From an optimization exercise on the open Yosys and OpenROAD flow, aimed at small area and a short achievable clock period; shortcuts taken in it are not production practice. Function was not checked in any run shown here: the RTL went through the layout flow alone.

## flow/design.v (module list and top-level ports; edited modules follow where they fit)
// module PE: 997 lines
module PE#(
    parameter d_width = 32,
    parameter a_width = 8,
    parameter iact_size =  5,
    parameter kernel_size = 3
)
(
    input start,
    input clk, rst_n,
    input [d_width -1 : 0] weight,
    input [d_width -1 : 0] iact,
    output reg load_weight,
    output reg load_iact,
    output reg done,
    output reg [d_width -1 : 0] pe_out
);
  // ...
==> flow/run.sh <==
#!/bin/bash
# synth_recipe.tcl (not shown) runs the flow's synth.tcl, then flattens the netlist and writes it again
# the make line also repeats each setting of config.mk as NAME=value (left out here)
make -C /OpenROAD-flow-scripts/flow DESIGN_CONFIG=/design/flow/config.mk WORK_HOME=/design/flow/orfs CLKGATE_MAP_FILE= SYNTH_SCRIPT=/design/flow/synth_recipe.tcl finish
==> flow/config.mk <==
export PLATFORM = sky130hd
export DESIGN_NAME = PE
export DESIGN_NICKNAME = PE
export VERILOG_FILES = /design/flow/design.v
export SDC_FILE = /design/flow/constraint.sdc
export NUM_CORES = 4
export LEC_CHECK = 0
export CAP_MARGIN = 20
export CORE_MARGIN = 2
export CORE_UTILIZATION = 40
export SLEW_MARGIN = 20
==> flow/constraint.sdc <==
create_clock -name core_clock -period 10.0 [get_ports {clk}]
set_input_delay 2.0000 -clock core_clock [delete_from_list [all_inputs] [get_ports {clk}]]
set_output_delay 2.0000 -clock core_clock [all_outputs]
set_load 0.01 [all_outputs]
==> notes.md, run 1 <==
Run status
The flow ran to the end and the layout has no timing, DRC or antenna violations.

Die
The effective utilization at floorplan is 40.6%. The number of rows created at floorplan is 94. The core area is 66000 sq um.

Clocking
The clock insertion delay at the later pin of the skew report is 0.62 ns. The clock sink total is between 400 and 500. The clock-pin slew reported for the worst setup and hold paths after clock tree synthesis is 0.07 ns.

Drt
After detailed routing, the number of vias per cell comes to 5.10. In the routed design, unresolved DRC markers number 0. The mean routed wirelength per cell is 19.2 microns.

In this run the top signal layer used is met4. The met1 layer wirelength in the final routing is between 20000 and 30000 microns.

Synth
Counting instances in the post-synthesis netlist gives the leading cell types as 430 x sky130_fd_sc_hd__dfxtp_1, 317 x sky130_fd_sc_hd__inv_1, 284 x sky130_fd_sc_hd__fa_1, 257 x sky130_fd_sc_hd__a22oi_1, 191 x sky130_fd_sc_hd__xnor2_1. Summed over its instances, the top area cell type makes up 32.2% of the synthesized netlist area. The mean post-synth cell area is approximately 11 sq um.

The synthesized net count is 2873. In this run, synthesis produced a sequential element count of 476. Yosys attributes the largest share of cell area to sky130_fd_sc_hd__dfxtp_1 32%, sky130_fd_sc_hd__fa_1 21%, sky130_fd_sc_hd__a22oi_1 7.2%.

Global route
The via count of the first global-routing pass came to about 19000. In the global route stage, met2 resource usage came out at a little under a third. Global routing consumed, on the met3 layer, between 3 and 4% of the routing resources.

Critical path
The worst setup path startpoint is a[15]. The critical path contains buffers and inverters numbering 3 combined. The largest fanout of any net on the critical path is 17.

Layout
With fillers left out, the area of the finished cells amounts to just over 30000 sq um. In the finished design the tool counted flip-flops and latches totalling 476. The top cell types in the final layout, fill and taps aside, are 425 x sky130_fd_sc_hd__dfxtp_1, 317 x sky130_fd_sc_hd__inv_1, 284 x sky130_fd_sc_hd__fa_1. The number of standard cells in the layout, taps in and fillers out is 3368. The number of antenna diodes in the final layout is 0.

STA
Setup repair after global routing left no endpoint under its margin. Setup total negative slack on the finished layout was measured at 0 ns. For the final database, setup skew stands at 0.0753 ns. The final count of hold timing violations is 0.

Hold path
The launch point of the worst hold path is r1[19]. The count of cells along the worst hold path is 0.

Placement
The placed standard-cell area is 28500 sq um. The number of placed instances, taps included, is 3278.
==> run 2: changes to the inputs <==
--- a/flow/config.mk
+++ b/flow/config.mk
@@ -8,4 +8,5 @@
 export CAP_MARGIN = 20
 export CORE_MARGIN = 2
 export CORE_UTILIZATION = 40
+export CTS_BUF_LIST = sky130_fd_sc_hd__clkbuf_8
 export SLEW_MARGIN = 20
==> run 2 against run 1 <==
  * Global-route usage is 0.31 points higher
  * First-iteration DRC count is 5.3% lower
  * Count of clock-buffer cells in the layout rose by 40
  * Synthesized cell count stayed put
  * Utilization up 0.10 points
  * Critical endpoint unchanged
  * Highest routed layer unchanged
==> notes.md, run 2 <==
Critical path
The termination of the worst setup path was acc0_c[18] (unchanged). The critical path arrival is 4.61 ns (was 4.52 ns). The sort of element at the start of the critical path was a flip-flop (unchanged).

The largest fanout of any net on the critical path is 17 (unchanged). The worst setup path startpoint is a[15] (unchanged). Ordered cell list for the critical path: a22oi_1 > xor2_1 > fa_1 > fa_1 > inv_1 > fa_1 > inv_1 > fa_1 > inv_1 > fa_1 > nor2b_1 (unchanged). The kind of end point of the critical path was a flip-flop (unchanged). The slowest cell on the critical path is sky130_fd_sc_hd__dfxtp_1 (unchanged).

The beginning of the worst register-to-register path is a[15] (unchanged). The delay of the slowest critical-path stage is 0.91 ns (was 0.90 ns). The required time of the critical path was 10.53 ns (was 10.40 ns).

The cell depth of the worst setup path came to 11 (unchanged). The count of buffering cells on the critical path with inverters included was 3 (unchanged). The category of cells accounting for the largest share of critical-path delay is adder cells (unchanged).

The terminus of the critical flop-to-flop path is acc0_c[18] (unchanged). The critical path's most frequent cell is sky130_fd_sc_hd__fa_1 (unchanged). The critical setup path kind is flip-flop to flip-flop (unchanged). The number of cell instances on the worst register-to-register path was 11 (unchanged).

Die
The full die area is 69000 sq um (unchanged). The x dimension of the die came to 263 microns (unchanged). The number of rows created at floorplan was 94 (unchanged). The effective utilization at floorplan came to 40.6% (unchanged).

The die height is 263 microns (unchanged). The core area is 66000 sq um (unchanged). The total I/O pin count is 102 (unchanged).

Clocking
The buffer type at the clock tree root is sky130_fd_sc_hd__clkbuf_8 (was sky130_fd_sc_hd__clkbuf_16). The number of post-CTS setup repair buffers is 0 (unchanged). The clock-pin slew reported for the worst setup and hold paths after clock tree synthesis was 0.06 ns (was 0.07 ns). The quantity of gates resized following cts is 0 (unchanged). The clock insertion delay at the later pin of the skew report is 0.71 ns (was 0.62 ns). The number of H-tree branching levels is 3 (was 2).

The CTS tree is built (unchanged). The number of hold buffers added after CTS was 0 (unchanged). The buffer levels on the longest clock path came to 3 (unchanged).

The TritonCTS buffer count is 82 (was 50). The clock sink total is 476 (unchanged).

STA
The minimum clock period after layout is 4.08 ns (was 4.11 ns). The count of pins over their slew limit is 0 (unchanged). The final number of setup-violating endpoints is 0 (unchanged). The final cycle utilization of the critical path is 40.8% (was 41.1%). The final hold slack came to 0.298 ns (was 0.318 ns). The top achievable clock speed was 0.245 GHz (was 0.243 GHz). The transition time at the pin with the least slew margin came to 1.03 ns (was 1.05 ns).

Unrepaired setup endpoints after global routing: false (unchanged). The headroom to the max-slew limit came to 31.3% (was 30.1%). The worst clock skew on the final layout is 0.0333 ns (was 0.0753 ns).

The minimum setup slack in the final design is 5.92 ns (was 5.89 ns). The post-route setup TNS is 0 ns (unchanged). The final count of hold timing violations was 0 (unchanged).

Synth
The count of mapped cells out of synthesis is 2446 (unchanged). The count of distinct cell types in the synthesized netlist is 60 (unchanged). The post-synthesis cell area came to 26800 sq um (unchanged). The synthesis-stage register bit count is 476 (unchanged).

The largest area contributor in the synthesized netlist is sky130_fd_sc_hd__dfxtp_1 (unchanged). The portion of the post-synthesis area used by sequential elements is 36.5% (unchanged). The synthesized net count is 2873 (unchanged). The most instantiated library cell after synthesis is sky130_fd_sc_hd__dfxtp_1 (unchanged). Most frequent cells after synthesis: 430 x sky130_fd_sc_hd__dfxtp_1, 317 x sky130_fd_sc_hd__inv_1, 284 x sky130_fd_sc_hd__fa_1, 257 x sky130_fd_sc_hd__a22oi_1, 191 x sky130_fd_sc_hd__xnor2_1 (unchanged). The share of synthesized registers carrying an async set or reset is 9.66% (unchanged). The proportion of netlist area held by the largest area contributor was 32.2% (unchanged). The number of enable flip-flop cells after synthesis is 0 (unchanged). The prevailing post-synth register cell is sky130_fd_sc_hd__dfxtp_1 (unchanged). The mean post-synth cell area is 10.9 sq um (unchanged). The number of warnings printed during yosys synthesis is 1 (unchanged). Biggest area contributors in the synthesized netlist: sky130_fd_sc_hd__dfxtp_1 32%, sky130_fd_sc_hd__fa_1 21%, sky130_fd_sc_hd__a22oi_1 7.2% (unchanged).

Layout
The ratio of cells with drive above 1 in the final layout is 11.3% (was 10.1%). The most frequent standard cell in the layout excluding fill and tap cells is sky130_fd_sc_hd__dfxtp_1 (unchanged). Commonest cells after routing, fill and taps aside: 425 x sky130_fd_sc_hd__dfxtp_1, 343 x sky130_fd_sc_hd__inv_1, 284 x sky130_fd_sc_hd__fa_1 (was 425 x sky130_fd_sc_hd__dfxtp_1, 317 x sky130_fd_sc_hd__inv_1, 284 x sky130_fd_sc_hd__fa_1). The net total in the final layout came to 2925 (was 2893). The signed area change from the synthesized netlist to the final layout is 13.1% (was 12.9%). The number of standard cells in the layout, taps in and fillers out came to 3426 (was 3368).

Placement
The number of port buffers is 101 (unchanged). The half-perimeter wire length of the detailed placement result is 45400 microns (unchanged). The post-place setup slack came to 5.78 ns (unchanged).

The placed cell count is 3278 (unchanged). The final weighted congestion in routability-driven placement is 0.846 (unchanged).

Global route
The via count of the first global-routing pass is 19200 (was 18900). The maximum number of pins on one net before global-route repair is 83 (unchanged). The remaining global-route overflow is 0 (unchanged).

The initial antenna violation count is 1 (was 0). The overall routing resource usage is 19.5% (was 19.2%). The global-route wire length before repair is 107000 microns (was 106000 microns).

Drt
The total met2 wirelength after detailed routing was 29800 microns (was 30000 microns). The average vias per placed instance was 5.09 (was 5.10). The top routing layer in use is met4 (unchanged). The detailed-route via count is 17500 (was 17200). The residual DRC count is 0 (unchanged). The length of the first detailed-routing pass in iterations is 6 (was 7). The final routed wirelength across all metal layers came to 65100 microns (was 64800 microns). The met1 layer wirelength in the final routing came to 28700 microns (was 29000 microns). The number of routed nets with antenna violations is 0 (unchanged).

The mean routed wirelength per cell is 19.0 microns (was 19.2 microns). The violation count after the first detailed-route iteration was 1294 (was 1366). The wire length on met3 came to 4730 microns (was 4110 microns).

Job
The number of max-capacitance violations reported is 0 (unchanged).

Hold path
The worst min-delay path class is flip-flop to flip-flop (unchanged). The launch point of the worst hold path is r1[6] (was r1[19]).

Run status
Status: no timing/DRC/antenna violations (unchanged).
-- run 2: cell counts after synthesis --
Identical to the previous run, type by type.
-- run 2: cell type report --
type / instances / area, sq um
inverters: 319 / 1200
fillers: 6053 / 35700
clock inverters: 42 / 345
clock buffers: 104 / 1430
well taps: 864 / 1080
flip-flops and latches: 476 / 9770
diodes: 2 / 5.00
multi-input cells: 1480 / 15200
repair buffers: 139 / 1290
-- run 2: cell families after synthesis --
family / synth area share (%)
buffers and inverters: 6.89
muxes: 4.79
DFF: 36.5
and+or+nand+nor: 6.14
adders and majority gates: 24.8
xor gates and xnor gates: 10.7
AOI/OAI and AO/OA: 10.2
-- run 2: how the worst min path moves through the flow --
stage	endpoint	depth (start not counted)
2_1_floorplan	r0[0]	0
3_3_place_gp	r3[27]	0
3_5_place_dp	r2[4]	0
4_1_cts	r0[6]	0
5_1_grt	r0[6]	0
6_report	r0[6]	0
-- run 2: metrics by stage --
| stage | util, % | cell area [sq um] |
|---|---|---|
| finish | 45.9 | 30300 |
| global route | 45.9 | 30300 |
| CTS | 45.9 | 30300 |
| detailed placement | 43.2 | 28500 |
| global placement | 43.2 | 28500 |
| floorplan | - | 26800 |
-- run 2: per-layer routing --
layer / global-route usage [%] / up-vias
li1: - / 8011
met1: 25.9 / 8655
met2: 31.4 / 645
met3: 4.04 / 142
met4: 7.30 / 0
met5: 0 / -
==> run 3: changes to the inputs <==
--- a/flow/config.mk
+++ b/flow/config.mk
@@ -7,6 +7,6 @@
 export LEC_CHECK = 0
 export CAP_MARGIN = 20
 export CORE_MARGIN = 2
-export CORE_UTILIZATION = 40
-export CTS_BUF_LIST = sky130_fd_sc_hd__clkbuf_8
+export CORE_UTILIZATION = 60
+export CTS_BUF_LIST = sky130_fd_sc_hd__clkbuf_4
 export SLEW_MARGIN = 20
==> run 3 against run 2 <==
  * Still clean on timing, DRC and antenna
  * Non-clock buffer count unchanged
  * Register-to-register slack better by 0.04 ns
  * Die area down 33%
  * Setup slack better by 0.043 ns
  * Clock skew up 0.012 ns
  * Global-route usage up 9.1 points
  * Maximum frequency up 1.1%
  * Wire length down 2.2%
  * Area after synthesis unchanged
  * Critical path type unchanged
==> notes.md, run 3 <==
Run status
Status: no timing/DRC/antenna violations (unchanged).

Synth
Most frequent cells after synthesis: 430 x sky130_fd_sc_hd__dfxtp_1, 317 x sky130_fd_sc_hd__inv_1, 284 x sky130_fd_sc_hd__fa_1, 257 x sky130_fd_sc_hd__a22oi_1, 191 x sky130_fd_sc_hd__xnor2_1 (unchanged). The share of synthesized registers carrying an async set or reset is 9.66% (unchanged). The mean post-synth cell area is 10.9 sq um (unchanged). The proportion of netlist area held by the largest area contributor was 32.2% (unchanged). Biggest area contributors in the synthesized netlist: sky130_fd_sc_hd__dfxtp_1 32%, sky130_fd_sc_hd__fa_1 21%, sky130_fd_sc_hd__a22oi_1 7.2% (unchanged). The most instantiated library cell after synthesis is sky130_fd_sc_hd__dfxtp_1 (unchanged). The number of warnings printed during yosys synthesis is 1 (unchanged).

The synthesized net count is 2873 (unchanged). The post-synthesis cell area is 26800 sq um (unchanged). The count of distinct cell types in the synthesized netlist is 60 (unchanged). The portion of the post-synthesis area used by sequential elements is 36.5% (unchanged). The number of enable flip-flop cells after synthesis is 0 (unchanged).

The largest area contributor in the synthesized netlist is sky130_fd_sc_hd__dfxtp_1 (unchanged). The synthesis-stage register bit count is 476 (unchanged). The count of mapped cells out of synthesis is 2446 (unchanged).

The prevailing post-synth register cell is sky130_fd_sc_hd__dfxtp_1 (unchanged).

Drt
The total met2 wirelength after detailed routing is 29300 microns (was 29800 microns). The average vias per placed instance was 5.52 (was 5.09). The detailed-route via count is 17800 (was 17500). The violation count after the first detailed-route iteration was 1207 (was 1294).

The number of routed nets with antenna violations is 0 (unchanged). The length of the first detailed-routing pass in iterations was 7 (was 6). The mean routed wirelength per cell is 19.7 microns (was 19.0 microns).

The met1 layer wirelength in the final routing came to 26900 microns (was 28700 microns). The residual DRC count is 0 (unchanged). The top routing layer in use was met4 (unchanged).

The final routed wirelength across all metal layers was 63600 microns (was 65100 microns). The wire length on met3 came to 5120 microns (was 4730 microns).

Placement
The final weighted congestion in routability-driven placement is 0.900 (was 0.846). The placed cell count is 3006 (was 3278). The number of port buffers is 101 (unchanged). The post-place setup slack is 6.03 ns (was 5.78 ns). The half-perimeter wire length of the detailed placement result is 44000 microns (was 45400 microns).

Critical path
The delay of the slowest critical-path stage came to 0.94 ns (was 0.91 ns). The worst setup path startpoint is a[13] (was a[15]). The kind of end point of the critical path was a flip-flop (unchanged).

The critical path arrival is 4.77 ns (was 4.61 ns). The critical path's most frequent cell is sky130_fd_sc_hd__fa_1 (unchanged). The required time of the critical path came to 10.73 ns (was 10.53 ns). The largest fanout of any net on the critical path was 19 (was 17). The slowest cell on the critical path is sky130_fd_sc_hd__dfxtp_1 (unchanged). Ordered cell list for the critical path: a22oi_1 > xor2_1 > fa_1 > fa_1 > inv_1 > fa_1 > inv_1 > fa_1 > inv_1 > fa_1 > nor2b_1 (unchanged). The count of buffering cells on the critical path with inverters included was 3 (unchanged).

The sort of element at the start of the critical path is a flip-flop (unchanged). The category of cells accounting for the largest share of critical-path delay was adder cells (unchanged). The critical setup path kind is flip-flop to flip-flop (unchanged). The beginning of the worst register-to-register path is a[13] (was a[15]).

STA
The minimum clock period after layout came to 4.04 ns (was 4.08 ns). The worst clock skew on the final layout is 0.0455 ns (was 0.0333 ns). The final number of setup-violating endpoints is 0 (unchanged). The count of pins over their slew limit came to 0 (unchanged). The headroom to the max-slew limit is 25.7% (was 31.3%).

The transition time at the pin with the least slew margin was 1.11 ns (was 1.03 ns). Unrepaired setup endpoints after global routing: false (unchanged). The final count of hold timing violations is 0 (unchanged).

The top achievable clock speed came to 0.248 GHz (was 0.245 GHz). The final cycle utilization of the critical path was 40.4% (was 40.8%). The minimum setup slack in the final design is 5.96 ns (was 5.92 ns). The post-route setup TNS is 0 ns (unchanged).

Clocking
The buffer type at the clock tree root is sky130_fd_sc_hd__clkbuf_4 (was sky130_fd_sc_hd__clkbuf_8). The clock-pin slew reported for the worst setup and hold paths after clock tree synthesis is 0.07 ns (was 0.06 ns). The TritonCTS buffer count is 119 (was 82). The number of H-tree branching levels was 3 (unchanged).

The clock insertion delay at the later pin of the skew report was 0.89 ns (was 0.71 ns). The buffer levels on the longest clock path is 3 (unchanged). The clock sink total was 476 (unchanged).

The CTS tree was built (unchanged). The number of post-CTS setup repair buffers was 0 (unchanged). The number of hold buffers added after CTS was 0 (unchanged). The quantity of gates resized following cts came to 0 (unchanged).

Die
The x dimension of the die came to 215 microns (was 263 microns). The core area came to 44100 sq um (was 66000 sq um). The die height came to 215 microns (was 263 microns).

The full die area is 46300 sq um (was 69000 sq um). The effective utilization at floorplan is 60.7% (was 40.6%). The number of rows created at floorplan is 77 (was 94). The total I/O pin count is 102 (unchanged).

Job
The number of max-capacitance violations reported is 0 (unchanged).

Layout
The most frequent standard cell in the layout excluding fill and tap cells is sky130_fd_sc_hd__dfxtp_1 (unchanged). The sequential standard cell area was 9770 sq um (about the same). The area taken by multi-input logic gates was 15200 sq um (unchanged). Commonest cells after routing, fill and taps aside: 427 x sky130_fd_sc_hd__dfxtp_1, 317 x sky130_fd_sc_hd__inv_1, 284 x sky130_fd_sc_hd__fa_1 (was 425 x sky130_fd_sc_hd__dfxtp_1, 343 x sky130_fd_sc_hd__inv_1, 284 x sky130_fd_sc_hd__fa_1). The number of standard cells in the layout, taps in and fillers out is 3233 (was 3426). The signed area change from the synthesized netlist to the final layout is 11.1% (was 13.1%). The ratio of cells with drive above 1 in the final layout is 13.4% (was 11.3%). The net total in the final layout came to 2962 (was 2925). The number of fill cells is 3560 (was 6053).

Global route
The global-route wire length before repair is 103000 microns (was 107000 microns). The maximum number of pins on one net before global-route repair was 93 (was 83). The overall routing resource usage is 28.6% (was 19.5%). The remaining global-route overflow came to 0 (unchanged). The via count of the first global-routing pass was 19000 (was 19200). The initial antenna violation count is 2 (was 1).

Hold path
The launch point of the worst hold path is r4[2] (was r1[6]). The worst min-delay path class is flip-flop to flip-flop (unchanged).
-- run 3: cell types whose count changed in the layout (fill, tap and decap cells not counted), moves of 2 or more --
cell	previous run	this run
sky130_fd_sc_hd__clkbuf_4	0	166
sky130_fd_sc_hd__clkbuf_8	104	0
sky130_fd_sc_hd__clkinv_1	0	37
sky130_fd_sc_hd__inv_1	343	317
sky130_fd_sc_hd__clkinv_2	5	12
sky130_fd_sc_hd__clkinv_8	2	0
sky130_fd_sc_hd__dfxtp_1	425	427
sky130_fd_sc_hd__dfxtp_2	5	3
sky130_fd_sc_hd__diode_2	2	4
sky130_fd_sc_hd__inv_6	0	2
-- run 3: metrics by stage --
| step | instance area, sq um | utilization, % | hold WS, ns |
|---|---|---|---|
| final | 29700 | 67.4 | 0.308 |
| after global routing | 29700 | 67.4 | 0.319 |
| after CTS | 29700 | 67.4 | 0.320 |
| after detailed placement | 28200 | 63.8 | 0.312 |
| after global placement | 28200 | 63.8 | 0.310 |
| after floorplan | 26800 | - | 0.310 |
-- run 3: layer usage --
layer	global-route usage, %	up-vias
li1	-	8149
met1	38.0	8801
met2	44.5	733
met3	7.39	154
met4	12.3	0
met5	0	-
-- run 3: worst paths after layout --
kind | slack (ns) | cells past startpoint | to
max in group asynchronous | 8.42 | 1 | tap4
max | 5.96 | 11 | acc0_c[22]
min in group asynchronous | 1.14 | 1 | load_iact
max reg2reg | 5.96 | 11 | acc0_c[22]
min reg2reg | 0.31 | 0 | r3[2]
min | 0.31 | 0 | r3[2]
-- run 3: worst register-to-register path, stage by stage, from the launching register on --
cell	delay [ns]
sky130_fd_sc_hd__dfxtp_1	0.94
sky130_fd_sc_hd__a22oi_1	0.23
sky130_fd_sc_hd__xor2_1	0.21
sky130_fd_sc_hd__fa_1	0.54
sky130_fd_sc_hd__fa_1	0.42
sky130_fd_sc_hd__inv_1	0.10
sky130_fd_sc_hd__fa_1	0.19
sky130_fd_sc_hd__inv_1	0.06
sky130_fd_sc_hd__fa_1	0.54
sky130_fd_sc_hd__inv_1	0.06
sky130_fd_sc_hd__fa_1	0.46
sky130_fd_sc_hd__nor2b_1	0.14
-- run 3: kinds of logic (layout without fill, tap and decap cells) --
logic type | after synthesis | after routing | share of synthesized area, %
buffers and inverters | 490 | 681 | 6.89
AO/OA/AOI/OAI | 384 | 384 | 10.2
XOR/XNOR | 327 | 327 | 10.7
adder cells (fa/ha/maj) | 360 | 360 | 24.8
flip-flops | 476 | 476 | 36.5
other | 0 | 4 | 0
multiplexers | 116 | 116 | 4.79
AND/OR/NAND/NOR | 293 | 293 | 6.14
-- run 3: final cells by class --
cell class                 count  area share, %
clock buffer                 166           4.19
clock inverter                57           1.08
antenna                        4         0.0337
inverter                     319           4.03
multi-input combinational   1480           51.0
tap                          592           2.49
sequential                   476           32.8
timing repair buffer         139           4.35

## port drivers added, routing unchanged
In the flow no input, the clock included, has a driving cell. The finished layouts below were timed again as built, in two steps.
Step 1 (the two cells are an assumption about what drives the block):
set clk [get_ports {clk}]
set_driving_cell -lib_cell sky130_fd_sc_hd__clkbuf_16 $clk
set_driving_cell -lib_cell sky130_fd_sc_hd__buf_2 [delete_from_list [all_inputs] $clk]
Step 2, shift: input delay + t, output delay - t, t = (earliest + latest rising clock arrival at the registers) / 2. This alone moves slack from input paths to output paths.
Slacks: ideal / step 1 / step 2; pairs: ideal / step 1.
run	t, ns	slack for setup (ns)	latest minus earliest clock arrival (ns)	worst data-port slew with drivers (ns)
run 1	0.647	5.885 / 5.885 / 5.885	0.075 / 0.076	0.04
run 2	0.746	5.920 / 5.920 / 5.920	0.034 / 0.035	0.05
run 3	0.926	5.963 / 5.963 / 5.963	0.051 / 0.051	0.05
After both steps setup and hold are still met in every run listed.
